What follows belongs to an exercise in optimizing a design on an open flow for small area, a short achievable clock period and few clock cycles per item; a production flow would make more cautious choices.
RTL that was checked went through simulation tests only; none was proved equivalent to the original.
Power figures rest on the tool's default switching activity, not on a simulated workload.

north:
## memoryModule
module memoryModule #(
	parameter ramWidth = 8,
	parameter addrSize = 8) (
	input clk, rst, isIndirect,
	input [1:0] cntrl,
	input [addrSize-1:0] addr,
	input [ramWidth-1:0] dataIn,
	output [ramWidth-1:0] dataOut,
	output dataReady
	);
	reg ph;                  
	reg [15:0] ptrH, ptrL;   
	wire [7:0] rdata;
	wire startInd = cntrl[1] & isIndirect & ~ph;
	assign dataReady = cntrl[1] & (ph | ~isIndirect);
	assign dataOut = rdata;
	wire we = cntrl == 2'b11 && (ph || !isIndirect);
	wire [7:0] wdata = rst ? 8'd0 : we ? dataIn : rdata;
	wire [7:0] lt = addr & {8{~ph}};
	wire [7:0] lf = ~addr & {8{~ph}};
	wire [15:0] H, L;
	genvar g, b;
	generate
		for (g = 0; g < 16; g = g + 1) begin : dec
			g_a41o uh (.a1(g[3] ? lt[7] : lf[7]), .a2(g[2] ? lt[6] : lf[6]),
			           .a3(g[1] ? lt[5] : lf[5]), .a4(g[0] ? lt[4] : lf[4]),
			           .b1(ptrH[g]), .y(H[g]));
			g_a41o ul (.a1(g[3] ? lt[3] : lf[3]), .a2(g[2] ? lt[2] : lf[2]),
			           .a3(g[1] ? lt[1] : lf[1]), .a4(g[0] ? lt[0] : lf[0]),
			           .b1(ptrL[g]), .y(L[g]));
		end
	endgenerate
	wire [255:0] row;
	wire [2047:0] words;
	generate
  ...
Size: roughly 2,100 flip-flops, ~30 I/O pins, ~0.075 mm2 of cells after synthesis.
clock: 6.0 ns
lec_check: 0
cap_margin: 20
core_margin: 2
core_utilization: 60
cts_buf_list: sky130_fd_sc_hd__clkbuf_8
cts_cluster_diameter: 60
cts_cluster_size: 16
gpl_timing_driven: 0
setup_slack_margin: 1.0
slew_margin: 20
synth_hierarchical: 1
synth_minimum_keep_size: 0
tns_end_percent: 5
standard.sh (not shown) runs the stock make flow with config.mk's settings and CLKGATE_MAP_FILE= SYNTH_SCRIPT=/design/flow/synth_recipe.tcl, a recipe that flattens the netlist after the stock synthesis.
==> flow/flow/run.sh <==
#!/bin/bash
# Standard layout, with the ports buffered by plain buffers (buf_4, which the
# resizer may size up or down within the buf footprint) instead of the delay
# cells buffer_ports picks by default.
set -euo pipefail
bash standard.sh "BUFFER_PORTS_ARGS=-buffer_cell sky130_fd_sc_hd__buf_4" finish > standard.log 2>&1
Testbench counts of north, summed over its fixed seeds: cycles 7,680, items 6,400.
[inputs] south vs north
diff --git a/flow/config.mk b/flow/config.mk
--- a/flow/config.mk
+++ b/flow/config.mk
@@ -9,6 +9,5 @@
 export CORE_MARGIN = 2
-export CORE_UTILIZATION = 60
-export CTS_BUF_LIST = sky130_fd_sc_hd__clkbuf_8
-export CTS_CLUSTER_DIAMETER = 60
-export CTS_CLUSTER_SIZE = 16
+export CORE_UTILIZATION = 55
+export CTS_CLUSTER_DIAMETER = 80
+export CTS_CLUSTER_SIZE = 28
 export GPL_TIMING_DRIVEN = 0
[summary]
south: flow completed, timing, DRC and antenna clean
NOTE total design power north->south increased by a few percent
The final reports for south and north show count of plain and timing-repair buffers in the layout higher in the former.
south vs. north: via count now larger, largest fanout on the critical path -43, slew of the pin with the lowest slew margin lost 150 ps.
> inputs changed (south -> east)
diff --git a/flow/config.mk b/flow/config.mk
--- a/flow/config.mk
+++ b/flow/config.mk
@@ -9,3 +9,3 @@
 export CORE_MARGIN = 2
-export CORE_UTILIZATION = 55
+export CORE_UTILIZATION = 60
 export CTS_CLUSTER_DIAMETER = 80
Findings:
As of east, detailed-route wire length had fallen by a little under 10% compared to south. Relative to south, path length in cells of the critical path decreased by 2 in east. Between south and east, normalized max-slew margin decreased. Compared with south, east shows a worst setup slack that is 120 ps higher. Delta (east minus south): clock distribution area overhead in the final layout now sits at about the same level; area after synthesis now sits at about the same level. From south to east the numbers moved as follows: via count decreased 675, multi-input combinational area share rose 0.35 points, number of ordinary and repair buffers in the finished layout lost 93.
Edits applied to the flow inputs when going from east to west:
diff --git a/flow/config.mk b/flow/config.mk
--- a/flow/config.mk
+++ b/flow/config.mk
@@ -13,3 +13,3 @@
 export GPL_TIMING_DRIVEN = 0
-export SETUP_SLACK_MARGIN = 1.0
+export SETUP_SLACK_MARGIN = 1.3
 export SLEW_MARGIN = 20
@@ -17,2 +17,2 @@
 export SYNTH_MINIMUM_KEEP_SIZE = 0
-export TNS_END_PERCENT = 5
+export TNS_END_PERCENT = 2
## What came out
west: sequential share of layout area lower than east
Diff west..east | number of optimization iterations in the first detailed-route pass | unchanged
west has less setup slack than east.

* * *

memoryModule, a different RTL version from the one above (not shown whole).
For scale: about 4000 cells after synthesis, roughly 75000 um^2 of cells after synthesis.
clock: 6.0 ns
lec_check: 0
cap_margin: 20
core_margin: 2
core_utilization: 60
cts_cluster_diameter: 80
cts_cluster_size: 28
gpl_timing_driven: 0
setup_slack_margin: 1.4
slew_margin: 20
synth_hierarchical: 1
synth_minimum_keep_size: 0
tns_end_percent: 5
Scripts as last shown in full above: flow/flow/run.sh
Testbench counts at the start, summed over its fixed seeds: cycles 7,680, items 6,400.
Rerun with:
CORE_UTILIZATION = 63   (was 60)
SETUP_SLACK_MARGIN = 1.0   (was 1.4)
Outcome: Worst setup slack loses 0.047 ns. Routed wire length goes down by 2.0%. Final area goes down by 1.6%.
Rerun with:
CORE_UTILIZATION = 60   (was 63)
Effect:
- The new run completed with no timing, DRC or antenna violations
- power climbs by 1.4%
- wire length rose by 0.92%
- synthesized area does not change
- count of clock-buffer cells in the layout grows by 4
- final area climbs by 1.2%
Rerun with:
SETUP_SLACK_MARGIN = 0.7   (was 1.0)
Effect: Clock power stays flat. Wire length went down by 2.9%. Count of clock-buffer cells in the layout is unchanged. Cell area went down by about 1.5%. Global-route usage went down by 1.3 points. First-iteration DRC count went down by about 4%. Die area stays the same. Register-to-register slack gets worse by 0.23 ns. Synthesized cell count is unchanged. Worst hold slack gets better by 0.0053 ns.

* * *

== try-harbor ==
The RTL this note starts from:
==> flow/design.v <==
`timescale 1ns / 1ps
module memoryModule #(
	parameter ramWidth = 8,
	parameter addrSize = 8) (
	input clk, rst, isIndirect,
	input [1:0] cntrl,
	input [addrSize-1:0] addr,
	input [ramWidth-1:0] dataIn,
	output [ramWidth-1:0] dataOut,
	output dataReady
	);
	reg ph;                  
	reg [15:0] ptrH, ptrL;   
	wire [7:0] rdata;
	wire startInd = cntrl[1] & isIndirect & ~ph;
	assign dataReady = cntrl[1] & (ph | ~isIndirect);
	assign dataOut = rdata;
	wire we = cntrl == 2'b11 && (ph || !isIndirect);
	wire [7:0] wdata = rst ? 8'd0 : we ? dataIn : rdata;
	wire [7:0] lt = addr & {8{~ph}};
	wire [7:0] lf = ~addr & {8{~ph}};
	wire [15:0] Hn, Ln;
	genvar g, b;
	generate
		for (g = 0; g < 16; g = g + 1) begin : dec
			g_a41oi uh (.a1(g[3] ? lt[7] : lf[7]), .a2(g[2] ? lt[6] : lf[6]),
			            .a3(g[1] ? lt[5] : lf[5]), .a4(g[0] ? lt[4] : lf[4]),
			            .b1(ptrH[g] | rst), .y(Hn[g]));
			g_a41oi ul (.a1(g[3] ? lt[3] : lf[3]), .a2(g[2] ? lt[2] : lf[2]),
			            .a3(g[1] ? lt[1] : lf[1]), .a4(g[0] ? lt[0] : lf[0]),
			            .b1(ptrL[g] | rst), .y(Ln[g]));
		end
	endgenerate
	wire [255:0] row;
	wire [2047:0] words;
	generate
		for (g = 0; g < 256; g = g + 1) begin : word
			reg [7:0] q;
			g_nor2 ur (.a(Hn[g/16]), .b(Ln[g%16]), .y(row[g]));
			assign words[g*8 +: 8] = q;
			always @(posedge clk)
				if (row[g]) q <= wdata;
		end
	endgenerate
	generate
		for (b = 0; b < 8; b = b + 1) begin : rbit
			wire [85:0] grp;
			wire [21:0] s1;
			wire [10:0] s2;
			wire [3:0] s3;
			wire [1:0] s4;
			for (g = 0; g < 84; g = g + 1) begin : ga
				g_aoi222 u (.a0(row[3*g]), .b0(words[(3*g)*8+b]),
				            .a1(row[3*g+1]), .b1(words[(3*g+1)*8+b]),
				            .a2(row[3*g+2]), .b2(words[(3*g+2)*8+b]),
				            .y(grp[g]));
			end
			for (g = 0; g < 2; g = g + 1) begin : gb
				g_aoi22 u (.a0(row[252+2*g]), .b0(words[(252+2*g)*8+b]),
				           .a1(row[253+2*g]), .b1(words[(253+2*g)*8+b]),
				           .y(grp[84+g]));
			end
			for (g = 0; g < 21; g = g + 1) begin : t1
				g_nand4 u (.a(grp[4*g]), .b(grp[4*g+1]), .c(grp[4*g+2]), .d(grp[4*g+3]), .y(s1[g]));
			end
			g_nand2 t1x (.a(grp[84]), .b(grp[85]), .y(s1[21]));
			for (g = 0; g < 11; g = g + 1) begin : t2
				g_nor2 u (.a(s1[2*g]), .b(s1[2*g+1]), .y(s2[g]));
			end
			g_nand3 t3a (.a(s2[0]), .b(s2[1]), .c(s2[2]), .y(s3[0]));
			g_nand3 t3b (.a(s2[3]), .b(s2[4]), .c(s2[5]), .y(s3[1]));
			g_nand3 t3c (.a(s2[6]), .b(s2[7]), .c(s2[8]), .y(s3[2]));
			g_nand2 t3d (.a(s2[9]), .b(s2[10]), .y(s3[3]));
			g_nor2 t4a (.a(s3[0]), .b(s3[1]), .y(s4[0]));
			g_nor2 t4b (.a(s3[2]), .b(s3[3]), .y(s4[1]));
			g_nand2 t5 (.a(s4[0]), .b(s4[1]), .y(rdata[b]));
		end
	endgenerate
	integer m;
	always @(posedge clk) begin
		if (rst) ph <= 1'b0;
		else ph <= startInd;
		for (m = 0; m < 16; m = m + 1) begin
			ptrH[m] <= ~rst & startInd & (rdata[7:4] == m);
			ptrL[m] <= ~rst & startInd & (rdata[3:0] == m);
		end
	end
endmodule
module g_a41oi (input a1, a2, a3, a4, b1, output y);
	assign y = ~((a1 & a2 & a3 & a4) | b1);
endmodule
module g_aoi222 (input a0, b0, a1, b1, a2, b2, output y);
	assign y = ~((a0 & b0) | (a1 & b1) | (a2 & b2));
endmodule
module g_aoi22 (input a0, b0, a1, b1, output y);
	assign y = ~((a0 & b0) | (a1 & b1));
endmodule
module g_nand4 (input a, b, c, d, output y);
	assign y = ~(a & b & c & d);
endmodule
module g_nand3 (input a, b, c, output y);
	assign y = ~(a & b & c);
endmodule
module g_nand2 (input a, b, output y);
	assign y = ~(a & b);
endmodule
module g_nor2 (input a, b, output y);
	assign y = ~(a | b);
endmodule
Settings: LEC_CHECK=0, CAP_MARGIN=20, CORE_MARGIN=2, CORE_UTILIZATION=60, CTS_BUF_LIST=sky130_fd_sc_hd__clkbuf_4 sky130_fd_sc_hd__clkbuf_8, CTS_CLUSTER_SIZE=20, GPL_TIMING_DRIVEN=0, SETUP_SLACK_MARGIN=1.0, SLEW_MARGIN=20, SYNTH_HIERARCHICAL=1, SYNTH_MINIMUM_KEEP_SIZE=0, TNS_END_PERCENT=5; clock period 6.0 ns.
run.sh (not shown) runs the stock make flow with config.mk's settings and CLKGATE_MAP_FILE= SYNTH_SCRIPT=/design/flow/synth_recipe.tcl, a recipe that flattens the netlist after the stock synthesis.
Stock flow here: none of the scripts above is used.
try-harbor finished all stages; the layout is clean.
Changes in try-lagoon relative to try-harbor:
- CORE_UTILIZATION now 75, was 60
==> results.txt <==
try-harbor closes out successfully: all stages finished, all timing, DRC and antenna checks passed. STATUS run=try-lagoon STAGES=ALL_DONE FINAL_CHECKS=FAILED CAUSE=negative setup slack. try-harbor has higher cell count than try-lagoon. try-lagoon has placed instance count below what try-harbor had. On critical path depth in cells: between try-lagoon and try-harbor, it ends up lower for try-lagoon. | time the final worst path needs with I/O delays and setup | try-lagoon vs try-harbor | worse |. Summary of try-lagoon over try-harbor: number of clock buffer instances in the layout went down; share of power burned in combinational logic higher. In try-lagoon, the clock skew came out 0.044 ns above the value in try-harbor. | worst-case hold slack | try-lagoon vs try-harbor | 0.053 ns higher |. The area of the die in try-lagoon sits 20% below the value recorded for try-harbor. Share of final-layout standard cells stronger than drive strength 1 (try-lagoon over try-harbor): increase, 0.39 points. For the routed length on met3, try-lagoon came in about 150% higher than try-harbor did.
Edits applied to the flow inputs when going from try-lagoon to try-nickel:
- CORE_UTILIZATION: 75 -> 60
- GPL_TIMING_DRIVEN: 0 -> unset
- CTS_CLUSTER_SIZE: 20 -> unset
- CTS_BUF_LIST: sky130_fd_sc_hd__clkbuf_4 sky130_fd_sc_hd__clkbuf_8 -> unset
--- outcome ---
- No stage failed in try-nickel, and the final checks on the layout all came back clean.
- Fraction of area in registers: try-nickel vs try-lagoon down 4.1 points
- met4 as the top layer reached by signal wires was reported by try-nickel, and met5 by try-lagoon.
- Against try-lagoon, violation count after the first detailed-route iteration in try-nickel came out better.
- Cell count for try-nickel: 18% up relative to try-lagoon
- Looking at detailed-placement wirelength estimate across both flows, try-nickel is the weaker of the two, with try-lagoon ahead.
- The critical path capture point comes out dataOut[0] in one run and dataOut[6] in the other, namely in try-lagoon and try-nickel respectively.
- A kind of path behind the tightest hold check of register to register is what try-nickel shows, while primary input to register belongs to try-lagoon.
- | peak clock frequency supported by timing | lower: try-lagoon |
- Taking try-lagoon as the reference point, the path length in cells of the critical path of try-nickel rises by 6.
No run of this note included a check of the RTL's function; only the layout flow was run.

what the ideal ports hide:
Ports are ideal in the flow. The routed layouts listed here were re-timed in OpenROAD. Step 1: set_driving_cell puts a clkbuf_16 on clk and a buf_2 on each other input, an assumption about the parent block. Step 2 moves the port delays by t, midway between the first and last clock arrival at a register: inputs arrive t later, outputs are due t later. That takes back most of the time a late clock gives input paths. Slacks: no drivers / after step 1 / after step 2; pairs: no drivers / after step 1.
| run | t (ns) | setup slack, ns | hold WS [ns] | pins driven straight from the clock port |
|---|---|---|---|---|
| north | 0.982 | 0.584 / 0.505 / 0.072 | 0.753 / 0.708 / 0.937 | 1 |
| south | 0.817 | 0.603 / 0.525 / 0.226 | 0.924 / 0.874 / 1.096 | 1 |
| east | 0.794 | 0.723 / 0.680 / 0.190 | 0.947 / 0.902 / 0.972 | 1 |
| west | 0.790 | 0.708 / 0.665 / 0.167 | 0.950 / 0.902 / 0.982 | 1 |
| the first run of note 2 | 0.797 | 0.877 / 0.795 / 0.356 | 0.959 / 0.903 / 1.047 | 1 |
| the second run of note 2 | 0.788 | 0.830 / 0.759 / 0.041 | 1.063 / 1.007 / 1.092 | 1 |
| the third run of note 2 | 0.789 | 0.885 / 0.801 / 0.276 | 1.022 / 0.976 / 1.022 | 1 |
| the fourth run of note 2 | 0.792 | 0.606 / 0.539 / 0.026 | 1.027 / 0.970 / 1.047 | 1 |
| try-harbor | 1.021 | 0.442 / 0.415 / 0.092 | 0.752 / 0.744 / 0.796 | 1 |
| try-lagoon | 1.051 | -0.660 / -0.721 / -1.078 | 0.805 / 0.819 / 0.905 | 1 |
| try-nickel | 0.877 | 0.373 / 0.307 / 0.131 | 1.005 / 1.005 / 1.005 | 1 |
For the second run of note 2, which loses most, drivers alone change the setup slack by -0.071 ns; drivers and shift together by -0.789 ns.
